This design comes from an exercise in tuning for small area, a short achievable clock period and few clock cycles on the open sky130 flow, not from production work. The RTL was checked by simulation tests, not by an equivalence proof against the original design. The clock input has no modelled driver; a real chip could not lean on it and would need a root buffer or a full tree.

==> indigo: inputs <==
// mips_cpu
module mips_cpu(
	input clk,
	input rst_n,
	output [9:0] imem_addr,
	input [31:0] imem_rdata,
	output [9:0] dmem_addr,
	output [31:0] dmem_wdata,
	output dmem_we,
	input [31:0] dmem_rdata
);
localparam OP_R = 6'h00, OP_J = 6'h02, OP_BGTZ = 6'h07, OP_ADDI = 6'h08,
           OP_ORI = 6'h0d, OP_LW = 6'h23, OP_SW = 6'h2b;
reg  [9:0]  pc;
reg         d_v, d_pred;
reg  [31:0] d_ir;
reg  [9:0]  d_alt;
reg  [31:0] d_srs0, d_srs1, d_srt0, d_srt1;
reg         d_hz;            
reg         e_v, e_wr, e_islw, e_issw, e_isb, e_logic, e_pred;
reg  [4:0]  e_dst;
reg  [31:0] e_a, e_b;
reg  [11:0] e_imm;
reg  [9:0]  e_alt;
reg         m_wr, m_we, m_islw;
reg  [4:0]  m_dst;
reg  [31:0] m_res;
reg  [9:0]  m_addr;
reg  [31:0] regs [0:31];
wire [31:0] sum;
add32 adder(.a(e_a), .b(e_b), .s(sum));
wire [31:0] lg   = (e_a & {32{~e_issw}}) | e_b;    
wire [31:0] res  = e_logic ? lg : sum;
wire [11:0] addr = e_a[11:0] + e_imm;
wire taken;
gt32 cmp(.a(e_a), .b(e_b), .y(taken));
wire e_m1 = e_v && e_isb && !e_pred;    
wire e_m0 = e_v && e_isb && e_pred;     
wire e_misp = taken ? e_m1 : e_m0;
assign imem_addr = pc;
wire [31:0] ins = imem_rdata;
wire f_isj = ins[31:26] == OP_J;
wire f_bt  = ins[31:26] == OP_BGTZ && ins[25:21] != 5'd0;    
wire stall;
wire [9:0] pcp1 = pc + 10'd1;
wire [10:0] tgt2;
add11 tadd(.a({pc, 1'b1}), .b({ins[9:0], 1'b1}), .s(tgt2));    
wire [9:0] tgt = tgt2[10:1];
wire ps_alt  = e_misp;
wire ps_hold = rst_n && !e_misp && stall;
  ...
export LEC_CHECK = 0
export CAP_MARGIN = 20
export CORE_MARGIN = 2
export CORE_UTILIZATION = 40
export SETUP_SLACK_MARGIN = 4.6
export SLEW_MARGIN = 20
export SYNTH_HIERARCHICAL = 1
export TNS_END_PERCENT = 100
create_clock -name core_clock -period 7.0 [get_ports {clk}]
standard.sh (not shown) runs the stock make flow with config.mk's settings and CLKGATE_MAP_FILE= SYNTH_SCRIPT=/design/flow/synth_recipe.tcl, a recipe that flattens the netlist after the stock synthesis.
==> flow/flow/run.sh <==
#!/bin/bash
# Own flow: the standard layout (standard.sh) with three changes made through ORFS's
# hooks, after the standard synthesis has run unchanged:
#  - the input and output ports get buf_4 buffers (BUFFER_PORTS_ARGS);
#  - the resizer may not use delay cells as buffers (nodly.tcl before each step);
#  - the clock tree is the balanced two-level tree of mcts.tcl instead of TritonCTS's
#    (pre_cts.tcl, before CTS): 4 root buffers fed by the clock port, 64 leaf buffers.
# Each step's output goes to a log file in the work folder; ORFS's own logs are under orfs/logs.
set -euo pipefail
here="$(cd "$(dirname "${BASH_SOURCE[0]}")" && pwd)"
bash standard.sh synth > synth.log 2>&1
export BUFFER_PORTS_ARGS="-buffer_cell sky130_fd_sc_hd__buf_4"
for s in FLOORPLAN GLOBAL_PLACE RESIZE DETAIL_PLACE REPAIR_TIMING_POST_PLACE GLOBAL_ROUTE DETAIL_ROUTE; do
	export PRE_${s}_TCL="$here/nodly.tcl"
done
export PRE_CTS_TCL="$here/pre_cts.tcl"
bash standard.sh finish > layout.log 2>&1
==> flow/flow/pre_cts.tcl <==
# Before CTS: no delay cells as buffers, and replace TritonCTS with the balanced
# two-level tree of mcts.tcl (4 root buffers fed by the clock port, 64 leaf buffers).
source [file join [file dirname [info script]] nodly.tcl]
source [file join [file dirname [info script]] mcts.tcl]
rename clock_tree_synthesis tritoncts_clock_tree_synthesis
proc clock_tree_synthesis {args} {
  mcts_build 64 4 sky130_fd_sc_hd__clkbuf_16 sky130_fd_sc_hd__clkbuf_16
  set_propagated_clock [all_clocks]
}
Other scripts of this flow, unchanged in this note and not shown: flow/flow/mcts.tcl, flow/flow/nodly.tcl
==> sierra: changes against indigo <==
--- a/flow/design.v
+++ b/flow/design.v
@@ -82,20 +82,23 @@
 wire [0:0] g5;
 c_o21ai #(1) u_g5({t4[1]}, {g4[0]}, {g4[1]}, g5);
 assign y = g5[0];
 endmodule
 module pc_sel(
 	input  [9:0] alt, pc, inc, tgt, jt,
-	input        s_alt, s_pc, s_inc, s_tgt, s_jt,
+	input        s_pc, s_inc, s_tgt, s_jt,
+	input        taken, m1, m0,
 	output [9:0] y
 );
-wire [9:0] u, v, w;
+wire [9:0] u, v, pn;
 c_aoi2s #(10) a(tgt, {10{s_tgt}}, jt, {10{s_jt}}, u);
 c_aoi2s #(10) b(pc, {10{s_pc}}, inc, {10{s_inc}}, v);
-c_nand2 #(10) c(alt, {10{s_alt}}, w);
-c_nand3 #(10) n(u, v, w, y);
+c_nand2 #(10) n(u, v, pn);
+wire misp;
+c_mux2 #(1)  ms(m0, m1, taken, misp);
+c_mux2 #(10) o(pn, alt, {10{misp}}, y);
 endmodule
 module c_inv   #(parameter W=1) (input [W-1:0] a, output [W-1:0] y); assign y = ~a; endmodule
 module c_nand2 #(parameter W=1) (input [W-1:0] a, b, output [W-1:0] y); assign y = ~(a & b); endmodule
 module c_nand3 #(parameter W=1) (input [W-1:0] a, b, c, output [W-1:0] y); assign y = ~(a & b & c); endmodule
 module c_nand4 #(parameter W=1) (input [W-1:0] a, b, c, d, output [W-1:0] y); assign y = ~(a & b & c & d); endmodule
 module c_nor2  #(parameter W=1) (input [W-1:0] a, b, output [W-1:0] y); assign y = ~(a | b); endmodule
@@ -117,34 +120,29 @@
 module c_wen #(parameter W=32) (input [W-1:0] q, wdn, wen_n, output [W-1:0] d);
 	assign d = ~((wdn | wen_n) & ~(q & wen_n));
 endmodule
 module c_mux2 #(parameter W=1) (input [W-1:0] a, b, s, output [W-1:0] y);
 	assign y = (s & b) | (~s & a);
 endmodule
-module c_dec5 (input [4:0] a, output [31:0] y);
-	assign y = 32'd1 << a;
-endmodule
 module rd_port #(parameter FIVE = 0) (
 	input  [1023:0] r,
-	input  [31:0]   s0,     
-	input  [31:0]   s1,     
+	input  [31:0]   s,
 	input           sv,
 	input  [31:0]   f0, f1, f2, f3, f4,
 	input           sf0, sf1, sf2, sf3, sf4,
 	output [31:0]   y
 );
 wire [32*11-1:0] yl;
 genvar j;
 generate
 	for (j = 0; j < 10; j = j + 1) begin : l1
-		c_aoi3s u(r[96*j +: 32], {{16{s1[3*j]}}, {16{s0[3*j]}}},
-		          r[96*j+32 +: 32], {{16{s1[3*j+1]}}, {16{s0[3*j+1]}}},
-		          r[96*j+64 +: 32], {{16{s1[3*j+2]}}, {16{s0[3*j+2]}}}, yl[32*j +: 32]);
+		c_aoi3s u(r[96*j +: 32], {32{s[3*j]}}, r[96*j+32 +: 32], {32{s[3*j+1]}},
+		          r[96*j+64 +: 32], {32{s[3*j+2]}}, yl[32*j +: 32]);
 	end
 endgenerate
-c_aoi2s u10(r[960 +: 32], {{16{s1[30]}}, {16{s0[30]}}}, r[992 +: 32], {{16{s1[31]}}, {16{s0[31]}}}, yl[320 +: 32]);
+c_aoi2s u10(r[960 +: 32], {32{s[30]}}, r[992 +: 32], {32{s[31]}}, yl[320 +: 32]);
 wire [31:0] z0, z1, z2;
 c_nand4 #(32) n0(yl[0 +: 32], yl[32 +: 32], yl[64 +: 32], yl[96 +: 32], z0);
 c_nand4 #(32) n1(yl[128 +: 32], yl[160 +: 32], yl[192 +: 32], yl[224 +: 32], z1);
 c_nand3 #(32) n2(yl[256 +: 32], yl[288 +: 32], yl[320 +: 32], z2);
 wire [31:0] p, q, u;
 c_o31ais o(z0, z1, z2, {32{sv}}, p);
@@ -172,13 +170,13 @@
 localparam OP_R = 6'h00, OP_J = 6'h02, OP_BGTZ = 6'h07, OP_ADDI = 6'h08,
            OP_ORI = 6'h0d, OP_LW = 6'h23, OP_SW = 6'h2b;
 reg  [9:0]  pc;
 reg         d_v, d_pred;
 reg  [31:0] d_ir;
 reg  [9:0]  d_alt;
-reg  [31:0] d_srs0, d_srs1, d_srt0, d_srt1;
+reg  [31:0] d_srs, d_srt;    
 reg         d_hz;            
 reg         e_v, e_wr, e_islw, e_issw, e_isb, e_logic, e_pred;
 reg  [4:0]  e_dst;
 reg  [31:0] e_a, e_b;
 reg  [11:0] e_imm;
 reg  [9:0]  e_alt;
@@ -203,42 +201,34 @@
 wire f_bt  = ins[31:26] == OP_BGTZ && ins[25:21] != 5'd0;    
 wire stall;
 wire [9:0] pcp1 = pc + 10'd1;
 wire [10:0] tgt2;
 add11 tadd(.a({pc, 1'b1}), .b({ins[9:0], 1'b1}), .s(tgt2));    
 wire [9:0] tgt = tgt2[10:1];
-wire ps_alt  = e_misp;
-wire ps_hold = rst_n && !e_misp && stall;
-wire ps_j    = rst_n && !e_misp && !stall && f_isj;
-wire ps_t    = rst_n && !e_misp && !stall && !f_isj && f_bt;
-wire ps_p    = rst_n && !e_misp && !stall && !f_isj && !f_bt;
+wire ps_hold = rst_n && stall;
+wire ps_j    = rst_n && !stall && f_isj;
+wire ps_t    = rst_n && !stall && !f_isj && f_bt;
+wire ps_p    = rst_n && !stall && !f_isj && !f_bt;
 wire [9:0] pc_next;
 pc_sel psel(.alt(e_alt), .pc(pc), .inc(pcp1), .tgt(tgt), .jt(ins[9:0]),
-            .s_alt(ps_alt), .s_pc(ps_hold), .s_inc(ps_p), .s_tgt(ps_t), .s_jt(ps_j),
-            .y(pc_next));
+            .s_pc(ps_hold), .s_inc(ps_p), .s_tgt(ps_t), .s_jt(ps_j),
+            .taken(taken), .m1(e_m1), .m0(e_m0), .y(pc_next));
 always @(posedge clk)
 	pc <= pc_next;
 always @(posedge clk or negedge rst_n)
 	if (!rst_n)
 		d_v <= 1'b0;
 	else if (e_misp)
 		d_v <= 1'b0;
 	else if (!stall)
 		d_v <= 1'b1;
 wire [4:0] f_rs = stall ? d_ir[25:21] : ins[25:21];
 wire [4:0] f_rt = stall ? d_ir[20:16] : ins[20:16];
-wire [31:0] dec_rs0, dec_rs1, dec_rt0, dec_rt1;
-c_dec5 drs0(f_rs, dec_rs0);
-c_dec5 drs1(f_rs, dec_rs1);
-c_dec5 drt0(f_rt, dec_rt0);
-c_dec5 drt1(f_rt, dec_rt1);
 always @(posedge clk) begin
-	d_srs0 <= dec_rs0;
-	d_srs1 <= dec_rs1;
-	d_srt0 <= dec_rt0;
-	d_srt1 <= dec_rt1;
+	d_srs <= 32'd1 << f_rs;
+	d_srt <= 32'd1 << f_rt;
 end
 always @(posedge clk)
 	if (!stall) begin
 		d_ir   <= ins;
 		d_pred <= f_bt;
 		d_alt  <= f_bt ? pcp1 : tgt;
@@ -280,12 +270,14 @@
 wire [1023:0] rflat;
 generate
 	for (gk = 0; gk < 32; gk = gk + 1) begin : fl
 		assign rflat[32*gk +: 32] = regs[gk];
 	end
 endgenerate
+wire [31:0] s_rs = d_srs;
+wire [31:0] s_rt = d_srt;
 wire e_fw = e_v && e_wr && !e_islw;
 wire fa_e = e_fw && e_dst == rs;
 wire fb_e = e_fw && e_dst == rt;
 wire fa_m = m_wr && m_dst == rs;
 wire fb_m = m_wr && m_dst == rt;
 wire sa_sum = fa_e && !e_logic;
@@ -297,16 +289,16 @@
 wire sb_sum = !useimm && fb_e && !e_logic;
 wire sb_lg  = !useimm && fb_e && e_logic;
 wire sb_ld  = !useimm && !fb_e && fb_m && m_islw;
 wire sb_m   = !useimm && !fb_e && fb_m && !m_islw;
 wire sb_rf  = !useimm && !fb_e && !fb_m;
 wire [31:0] fd_a, fd_b;
-rd_port #(0) ra(.r(rflat), .s0(d_srs0), .s1(d_srs1), .sv(sa_rf),
+rd_port #(0) ra(.r(rflat), .s(s_rs), .sv(sa_rf),
                 .f0(sum), .f1(lg), .f2(m_res), .f3(dmem_rdata), .f4(32'd0),
                 .sf0(sa_sum), .sf1(sa_lg), .sf2(sa_m), .sf3(sa_ld), .sf4(1'b0), .y(fd_a));
-rd_port #(1) rb(.r(rflat), .s0(d_srt0), .s1(d_srt1), .sv(sb_rf),
+rd_port #(1) rb(.r(rflat), .s(s_rt), .sv(sb_rf),
                 .f0(sum), .f1(lg), .f2(m_res), .f3(dmem_rdata), .f4(sext),
                 .sf0(sb_sum), .sf1(sb_lg), .sf2(sb_m), .sf3(sb_ld), .sf4(sb_imm), .y(fd_b));
 always @(posedge clk or negedge rst_n)
 	if (!rst_n)
 		e_v <= 1'b0;
 	else
==> flow/flow/run.sh (replaced) <==
#!/bin/bash
# Own flow: the standard layout (standard.sh) with three changes made through ORFS's
# hooks, after the standard synthesis has run unchanged:
#  - the input and output ports get buf_4 buffers (BUFFER_PORTS_ARGS);
#  - the resizer may not use delay cells as buffers (nodly.tcl before each step);
#  - the clock tree is the balanced two-level tree of mcts.tcl instead of TritonCTS's
#    (pre_cts.tcl, before CTS): 4 root buffers fed by the clock port, 96 leaf buffers.
# Each step's output goes to a log file in the work folder; ORFS's own logs are under orfs/logs.
set -euo pipefail
here="$(cd "$(dirname "${BASH_SOURCE[0]}")" && pwd)"
bash standard.sh synth > synth.log 2>&1
export BUFFER_PORTS_ARGS="-buffer_cell sky130_fd_sc_hd__buf_4"
for s in FLOORPLAN GLOBAL_PLACE RESIZE DETAIL_PLACE REPAIR_TIMING_POST_PLACE GLOBAL_ROUTE DETAIL_ROUTE; do
	export PRE_${s}_TCL="$here/nodly.tcl"
done
export PRE_CTS_TCL="$here/pre_cts.tcl"
bash standard.sh finish > layout.log 2>&1
==> flow/flow/pre_cts.tcl (replaced) <==
# Before CTS: no delay cells as buffers, and replace TritonCTS with the balanced
# two-level tree of mcts.tcl (4 clkbuf_16 root buffers fed by the clock port,
# 96 clkbuf_8 leaf buffers).
source [file join [file dirname [info script]] nodly.tcl]
source [file join [file dirname [info script]] mcts.tcl]
rename clock_tree_synthesis tritoncts_clock_tree_synthesis
proc clock_tree_synthesis {args} {
  mcts_build 96 4 sky130_fd_sc_hd__clkbuf_8 sky130_fd_sc_hd__clkbuf_16
  set_propagated_clock [all_clocks]
}
CORE_UTILIZATION = 52   (was 40)
PLACE_DENSITY = 0.8   (was not set)
==> onyx: changes against indigo <==
--- a/flow/design.v
+++ b/flow/design.v
@@ -82,20 +82,23 @@
 wire [0:0] g5;
 c_o21ai #(1) u_g5({t4[1]}, {g4[0]}, {g4[1]}, g5);
 assign y = g5[0];
 endmodule
 module pc_sel(
 	input  [9:0] alt, pc, inc, tgt, jt,
-	input        s_alt, s_pc, s_inc, s_tgt, s_jt,
+	input        s_pc, s_inc, s_tgt, s_jt,
+	input        taken, m1, m0,
 	output [9:0] y
 );
-wire [9:0] u, v, w;
+wire [9:0] u, v, pn;
 c_aoi2s #(10) a(tgt, {10{s_tgt}}, jt, {10{s_jt}}, u);
 c_aoi2s #(10) b(pc, {10{s_pc}}, inc, {10{s_inc}}, v);
-c_nand2 #(10) c(alt, {10{s_alt}}, w);
-c_nand3 #(10) n(u, v, w, y);
+c_nand2 #(10) n(u, v, pn);
+wire misp;
+c_mux2 #(1)  ms(m0, m1, taken, misp);
+c_mux2 #(10) o(pn, alt, {10{misp}}, y);
 endmodule
 module c_inv   #(parameter W=1) (input [W-1:0] a, output [W-1:0] y); assign y = ~a; endmodule
 module c_nand2 #(parameter W=1) (input [W-1:0] a, b, output [W-1:0] y); assign y = ~(a & b); endmodule
 module c_nand3 #(parameter W=1) (input [W-1:0] a, b, c, output [W-1:0] y); assign y = ~(a & b & c); endmodule
 module c_nand4 #(parameter W=1) (input [W-1:0] a, b, c, d, output [W-1:0] y); assign y = ~(a & b & c & d); endmodule
 module c_nor2  #(parameter W=1) (input [W-1:0] a, b, output [W-1:0] y); assign y = ~(a | b); endmodule
@@ -117,34 +120,29 @@
 module c_wen #(parameter W=32) (input [W-1:0] q, wdn, wen_n, output [W-1:0] d);
 	assign d = ~((wdn | wen_n) & ~(q & wen_n));
 endmodule
 module c_mux2 #(parameter W=1) (input [W-1:0] a, b, s, output [W-1:0] y);
 	assign y = (s & b) | (~s & a);
 endmodule
-module c_dec5 (input [4:0] a, output [31:0] y);
-	assign y = 32'd1 << a;
-endmodule
 module rd_port #(parameter FIVE = 0) (
 	input  [1023:0] r,
-	input  [31:0]   s0,     
-	input  [31:0]   s1,     
+	input  [31:0]   s,
 	input           sv,
 	input  [31:0]   f0, f1, f2, f3, f4,
 	input           sf0, sf1, sf2, sf3, sf4,
 	output [31:0]   y
 );
 wire [32*11-1:0] yl;
 genvar j;
 generate
 	for (j = 0; j < 10; j = j + 1) begin : l1
-		c_aoi3s u(r[96*j +: 32], {{16{s1[3*j]}}, {16{s0[3*j]}}},
-		          r[96*j+32 +: 32], {{16{s1[3*j+1]}}, {16{s0[3*j+1]}}},
-		          r[96*j+64 +: 32], {{16{s1[3*j+2]}}, {16{s0[3*j+2]}}}, yl[32*j +: 32]);
+		c_aoi3s u(r[96*j +: 32], {32{s[3*j]}}, r[96*j+32 +: 32], {32{s[3*j+1]}},
+		          r[96*j+64 +: 32], {32{s[3*j+2]}}, yl[32*j +: 32]);
 	end
 endgenerate
-c_aoi2s u10(r[960 +: 32], {{16{s1[30]}}, {16{s0[30]}}}, r[992 +: 32], {{16{s1[31]}}, {16{s0[31]}}}, yl[320 +: 32]);
+c_aoi2s u10(r[960 +: 32], {32{s[30]}}, r[992 +: 32], {32{s[31]}}, yl[320 +: 32]);
 wire [31:0] z0, z1, z2;
 c_nand4 #(32) n0(yl[0 +: 32], yl[32 +: 32], yl[64 +: 32], yl[96 +: 32], z0);
 c_nand4 #(32) n1(yl[128 +: 32], yl[160 +: 32], yl[192 +: 32], yl[224 +: 32], z1);
 c_nand3 #(32) n2(yl[256 +: 32], yl[288 +: 32], yl[320 +: 32], z2);
 wire [31:0] p, q, u;
 c_o31ais o(z0, z1, z2, {32{sv}}, p);
@@ -171,14 +169,14 @@
 );
 localparam OP_R = 6'h00, OP_J = 6'h02, OP_BGTZ = 6'h07, OP_ADDI = 6'h08,
            OP_ORI = 6'h0d, OP_LW = 6'h23, OP_SW = 6'h2b;
 reg  [9:0]  pc;
 reg         d_v, d_pred;
 reg  [31:0] d_ir;
-reg  [9:0]  d_alt;
-reg  [31:0] d_srs0, d_srs1, d_srt0, d_srt1;
+reg  [9:0]  d_pc1;           
+reg  [31:0] d_srs, d_srt;    
 reg         d_hz;            
 reg         e_v, e_wr, e_islw, e_issw, e_isb, e_logic, e_pred;
 reg  [4:0]  e_dst;
 reg  [31:0] e_a, e_b;
 reg  [11:0] e_imm;
 reg  [9:0]  e_alt;
@@ -203,48 +201,40 @@
 wire f_bt  = ins[31:26] == OP_BGTZ && ins[25:21] != 5'd0;    
 wire stall;
 wire [9:0] pcp1 = pc + 10'd1;
 wire [10:0] tgt2;
 add11 tadd(.a({pc, 1'b1}), .b({ins[9:0], 1'b1}), .s(tgt2));    
 wire [9:0] tgt = tgt2[10:1];
-wire ps_alt  = e_misp;
-wire ps_hold = rst_n && !e_misp && stall;
-wire ps_j    = rst_n && !e_misp && !stall && f_isj;
-wire ps_t    = rst_n && !e_misp && !stall && !f_isj && f_bt;
-wire ps_p    = rst_n && !e_misp && !stall && !f_isj && !f_bt;
+wire ps_hold = rst_n && stall;
+wire ps_j    = rst_n && !stall && f_isj;
+wire ps_t    = rst_n && !stall && !f_isj && f_bt;
+wire ps_p    = rst_n && !stall && !f_isj && !f_bt;
 wire [9:0] pc_next;
 pc_sel psel(.alt(e_alt), .pc(pc), .inc(pcp1), .tgt(tgt), .jt(ins[9:0]),
-            .s_alt(ps_alt), .s_pc(ps_hold), .s_inc(ps_p), .s_tgt(ps_t), .s_jt(ps_j),
-            .y(pc_next));
+            .s_pc(ps_hold), .s_inc(ps_p), .s_tgt(ps_t), .s_jt(ps_j),
+            .taken(taken), .m1(e_m1), .m0(e_m0), .y(pc_next));
 always @(posedge clk)
 	pc <= pc_next;
 always @(posedge clk or negedge rst_n)
 	if (!rst_n)
 		d_v <= 1'b0;
 	else if (e_misp)
 		d_v <= 1'b0;
 	else if (!stall)
 		d_v <= 1'b1;
 wire [4:0] f_rs = stall ? d_ir[25:21] : ins[25:21];
 wire [4:0] f_rt = stall ? d_ir[20:16] : ins[20:16];
-wire [31:0] dec_rs0, dec_rs1, dec_rt0, dec_rt1;
-c_dec5 drs0(f_rs, dec_rs0);
-c_dec5 drs1(f_rs, dec_rs1);
-c_dec5 drt0(f_rt, dec_rt0);
-c_dec5 drt1(f_rt, dec_rt1);
 always @(posedge clk) begin
-	d_srs0 <= dec_rs0;
-	d_srs1 <= dec_rs1;
-	d_srt0 <= dec_rt0;
-	d_srt1 <= dec_rt1;
+	d_srs <= 32'd1 << f_rs;
+	d_srt <= 32'd1 << f_rt;
 end
 always @(posedge clk)
 	if (!stall) begin
 		d_ir   <= ins;
 		d_pred <= f_bt;
-		d_alt  <= f_bt ? pcp1 : tgt;
+		d_pc1  <= pcp1;
 	end
 wire [5:0] op = d_ir[31:26];
 wire [4:0] rs = d_ir[25:21];
 wire [4:0] rt = d_ir[20:16];
 wire [4:0] rd = d_ir[15:11];
 wire [31:0] sext = {{16{d_ir[15]}}, d_ir[15:0]};
@@ -254,12 +244,13 @@
 wire isori  = op == OP_ORI;
 wire islw   = op == OP_LW;
 wire issw   = op == OP_SW;
 wire wr     = isr | isaddi | isori | islw;
 wire [4:0] dst = isr ? rd : rt;
 wire useimm = isaddi | isori | isb;
+wire [9:0] d_alt = d_pred ? d_pc1 : d_pc1 + d_ir[9:0];
 wire [5:0] f_op = ins[31:26];
 wire f_use_rs = f_op == OP_R || f_op == OP_ADDI || f_op == OP_ORI || f_op == OP_LW ||
                 f_op == OP_SW || f_op == OP_BGTZ;
 wire f_use_rt = f_op == OP_R || f_op == OP_SW;
 wire f_hz = d_v && islw && ((f_use_rs && ins[25:21] == rt) || (f_use_rt && ins[20:16] == rt));
 always @(posedge clk)
@@ -280,12 +271,14 @@
 wire [1023:0] rflat;
 generate
 	for (gk = 0; gk < 32; gk = gk + 1) begin : fl
 		assign rflat[32*gk +: 32] = regs[gk];
 	end
 endgenerate
+wire [31:0] s_rs = d_srs;
+wire [31:0] s_rt = d_srt;
 wire e_fw = e_v && e_wr && !e_islw;
 wire fa_e = e_fw && e_dst == rs;
 wire fb_e = e_fw && e_dst == rt;
 wire fa_m = m_wr && m_dst == rs;
 wire fb_m = m_wr && m_dst == rt;
 wire sa_sum = fa_e && !e_logic;
@@ -297,16 +290,16 @@
 wire sb_sum = !useimm && fb_e && !e_logic;
 wire sb_lg  = !useimm && fb_e && e_logic;
 wire sb_ld  = !useimm && !fb_e && fb_m && m_islw;
 wire sb_m   = !useimm && !fb_e && fb_m && !m_islw;
 wire sb_rf  = !useimm && !fb_e && !fb_m;
 wire [31:0] fd_a, fd_b;
-rd_port #(0) ra(.r(rflat), .s0(d_srs0), .s1(d_srs1), .sv(sa_rf),
+rd_port #(0) ra(.r(rflat), .s(s_rs), .sv(sa_rf),
                 .f0(sum), .f1(lg), .f2(m_res), .f3(dmem_rdata), .f4(32'd0),
                 .sf0(sa_sum), .sf1(sa_lg), .sf2(sa_m), .sf3(sa_ld), .sf4(1'b0), .y(fd_a));
-rd_port #(1) rb(.r(rflat), .s0(d_srt0), .s1(d_srt1), .sv(sb_rf),
+rd_port #(1) rb(.r(rflat), .s(s_rt), .sv(sb_rf),
                 .f0(sum), .f1(lg), .f2(m_res), .f3(dmem_rdata), .f4(sext),
                 .sf0(sb_sum), .sf1(sb_lg), .sf2(sb_m), .sf3(sb_ld), .sf4(sb_imm), .y(fd_b));
 always @(posedge clk or negedge rst_n)
 	if (!rst_n)
 		e_v <= 1'b0;
 	else
@@ -315,13 +308,13 @@
 	e_wr    <= wr;
 	e_islw  <= islw;
 	e_issw  <= issw;
 	e_isb   <= isb;
 	e_logic <= isori | issw;
 	e_pred  <= d_pred;
-	e_alt   <= d_alt;
+	e_alt   <= d_alt;    
 	e_dst   <= dst;
 	e_a     <= fd_a;
 	e_b     <= fd_b;
 	e_imm   <= d_ir[11:0];
 end
 always @(posedge clk or negedge rst_n)
==> flow/flow/run.sh (replaced) <==
#!/bin/bash
# Own flow: the standard layout (standard.sh) with these changes made through ORFS's
# hooks, after the standard synthesis has run unchanged:
#  - the input and output ports get buf_4 buffers (BUFFER_PORTS_ARGS);
#  - the resizer may not use delay cells as buffers (nodly.tcl before each step);
#  - the clock tree is the balanced two-level tree of mcts.tcl instead of TritonCTS's
#    (pre_cts.tcl, before CTS): 4 root buffers fed by the clock port, 96 leaf buffers;
#  - before CTS, flip-flops with a fanout of 6 or more get the strongest drive (upsize.tcl).
# Each step's output goes to a log file in the work folder; ORFS's own logs are under orfs/logs.
set -euo pipefail
here="$(cd "$(dirname "${BASH_SOURCE[0]}")" && pwd)"
bash standard.sh synth > synth.log 2>&1
export BUFFER_PORTS_ARGS="-buffer_cell sky130_fd_sc_hd__buf_4"
for s in FLOORPLAN GLOBAL_PLACE RESIZE DETAIL_PLACE REPAIR_TIMING_POST_PLACE GLOBAL_ROUTE DETAIL_ROUTE; do
	export PRE_${s}_TCL="$here/nodly.tcl"
done
export PRE_CTS_TCL="$here/pre_cts.tcl"
bash standard.sh finish > layout.log 2>&1
==> flow/flow/pre_cts.tcl (replaced) <==
# Before CTS: no delay cells as buffers; flip-flops whose output drives 6 or more pins
# become dfxtp_4 (upsize.tcl); and TritonCTS is replaced by the balanced two-level tree
# of mcts.tcl (4 clkbuf_16 root buffers fed by the clock port, 96 clkbuf_8 leaf buffers).
source [file join [file dirname [info script]] nodly.tcl]
source [file join [file dirname [info script]] mcts.tcl]
source [file join [file dirname [info script]] upsize.tcl]
rename clock_tree_synthesis tritoncts_clock_tree_synthesis
proc clock_tree_synthesis {args} {
  upsize_drivers 6 100000
  mcts_build 96 4 sky130_fd_sc_hd__clkbuf_8 sky130_fd_sc_hd__clkbuf_16
  set_propagated_clock [all_clocks]
}
==> flow/flow/upsize.tcl (new file) <==
# Flip-flops and buffers whose output drives many pins get a stronger cell of the same
# function and footprint (only the drive strength changes).
proc upsize_drivers {ffmin bufmin} {
  set nf 0; set nb 0
  foreach inst [[ord::get_db_block] getInsts] {
    set m [[$inst getMaster] getName]
    if {[regexp {^sky130_fd_sc_hd__dfxtp_[12]$} $m]} {
      set pin Q; set to sky130_fd_sc_hd__dfxtp_4; set min $ffmin; set kind f
    } elseif {[regexp {^sky130_fd_sc_hd__buf_[124]$} $m]} {
      set pin X; set to sky130_fd_sc_hd__buf_8; set min $bufmin; set kind b
    } else { continue }
    set net [[$inst findITerm $pin] getNet]
    if {$net == "NULL"} { continue }
    if {[llength [$net getITerms]] - 1 >= $min} {
      replace_cell [$inst getName] $to
      if {$kind == "f"} { incr nf } else { incr nb }
    }
  }
  puts "upsize_drivers: $nf flip-flops, $nb buffers"
}
CORE_UTILIZATION = 52   (was 40)
==> comparison <==
Clock skew: sierra is lower than indigo (3.9 ps).
First-iteration DRC count: sierra > onyx > indigo.
Between indigo and sierra, the lower final cell count is in sierra (gap 6.9%, measured against sierra).
Area after synthesis: indigo is higher than sierra (about 2.8%).
Synthesized cell count, highest first: indigo, onyx, sierra.
The lowest die area belongs to sierra, the highest to indigo.
The lowest via count belongs to indigo, the highest to sierra.
Against indigo, the maximum frequency of onyx is lower by about 6%.
The lowest global-route usage belongs to indigo, the highest to onyx.
Sequential share of layout area: sierra is lower than indigo (0.55 points).
sierra went through all stages and came out clean. onyx passed the timing, DRC and antenna checks. indigo finished with timing, DRC and antenna clean.
Utilization: indigo < sierra < onyx.
Testbench counts of indigo, summed over its fixed seeds: cycles 208,537.
Testbench counts of sierra, summed over its fixed seeds: cycles 208,537.
Testbench counts of onyx, summed over its fixed seeds: cycles 208,537.
In every run of this note, the design's own scripts or RTL, not TritonCTS, make the clock network.

-- afterwards: timing with drivers on the ports --
Ports are ideal in the flow. The routed layouts listed here were re-timed in OpenROAD.
Step 1, drivers: a clkbuf_16 drives clk and a buf_2 each remaining input, both assumed.
Step 2 moves the port delays by t, midway between the first and last clock arrival at a register: inputs arrive t later, outputs are due t later. That takes back most of the time a late clock gives input paths.
Slacks: ideal / step 1 / step 2; pairs: ideal / step 1.
run	t (ns)	slack for setup (ns)	hold WS [ns]	worst setup path after step 2	latest minus earliest clock arrival (ns)
indigo	0.682	4.381 / 4.355 / 3.886	0.345 / 0.345 / 0.345	input to register	0.035 / 0.035
sierra	0.680	4.379 / 4.361 / 3.875	0.347 / 0.347 / 0.347	input to register	0.031 / 0.031
onyx	0.690	4.207 / 4.207 / 3.819	0.348 / 0.348 / 0.348	input to register	0.053 / 0.052
After both steps setup and hold are still met in every run listed. For sierra, which loses most, drivers alone change the setup slack by -0.018 ns; drivers and shift together by -0.504 ns.
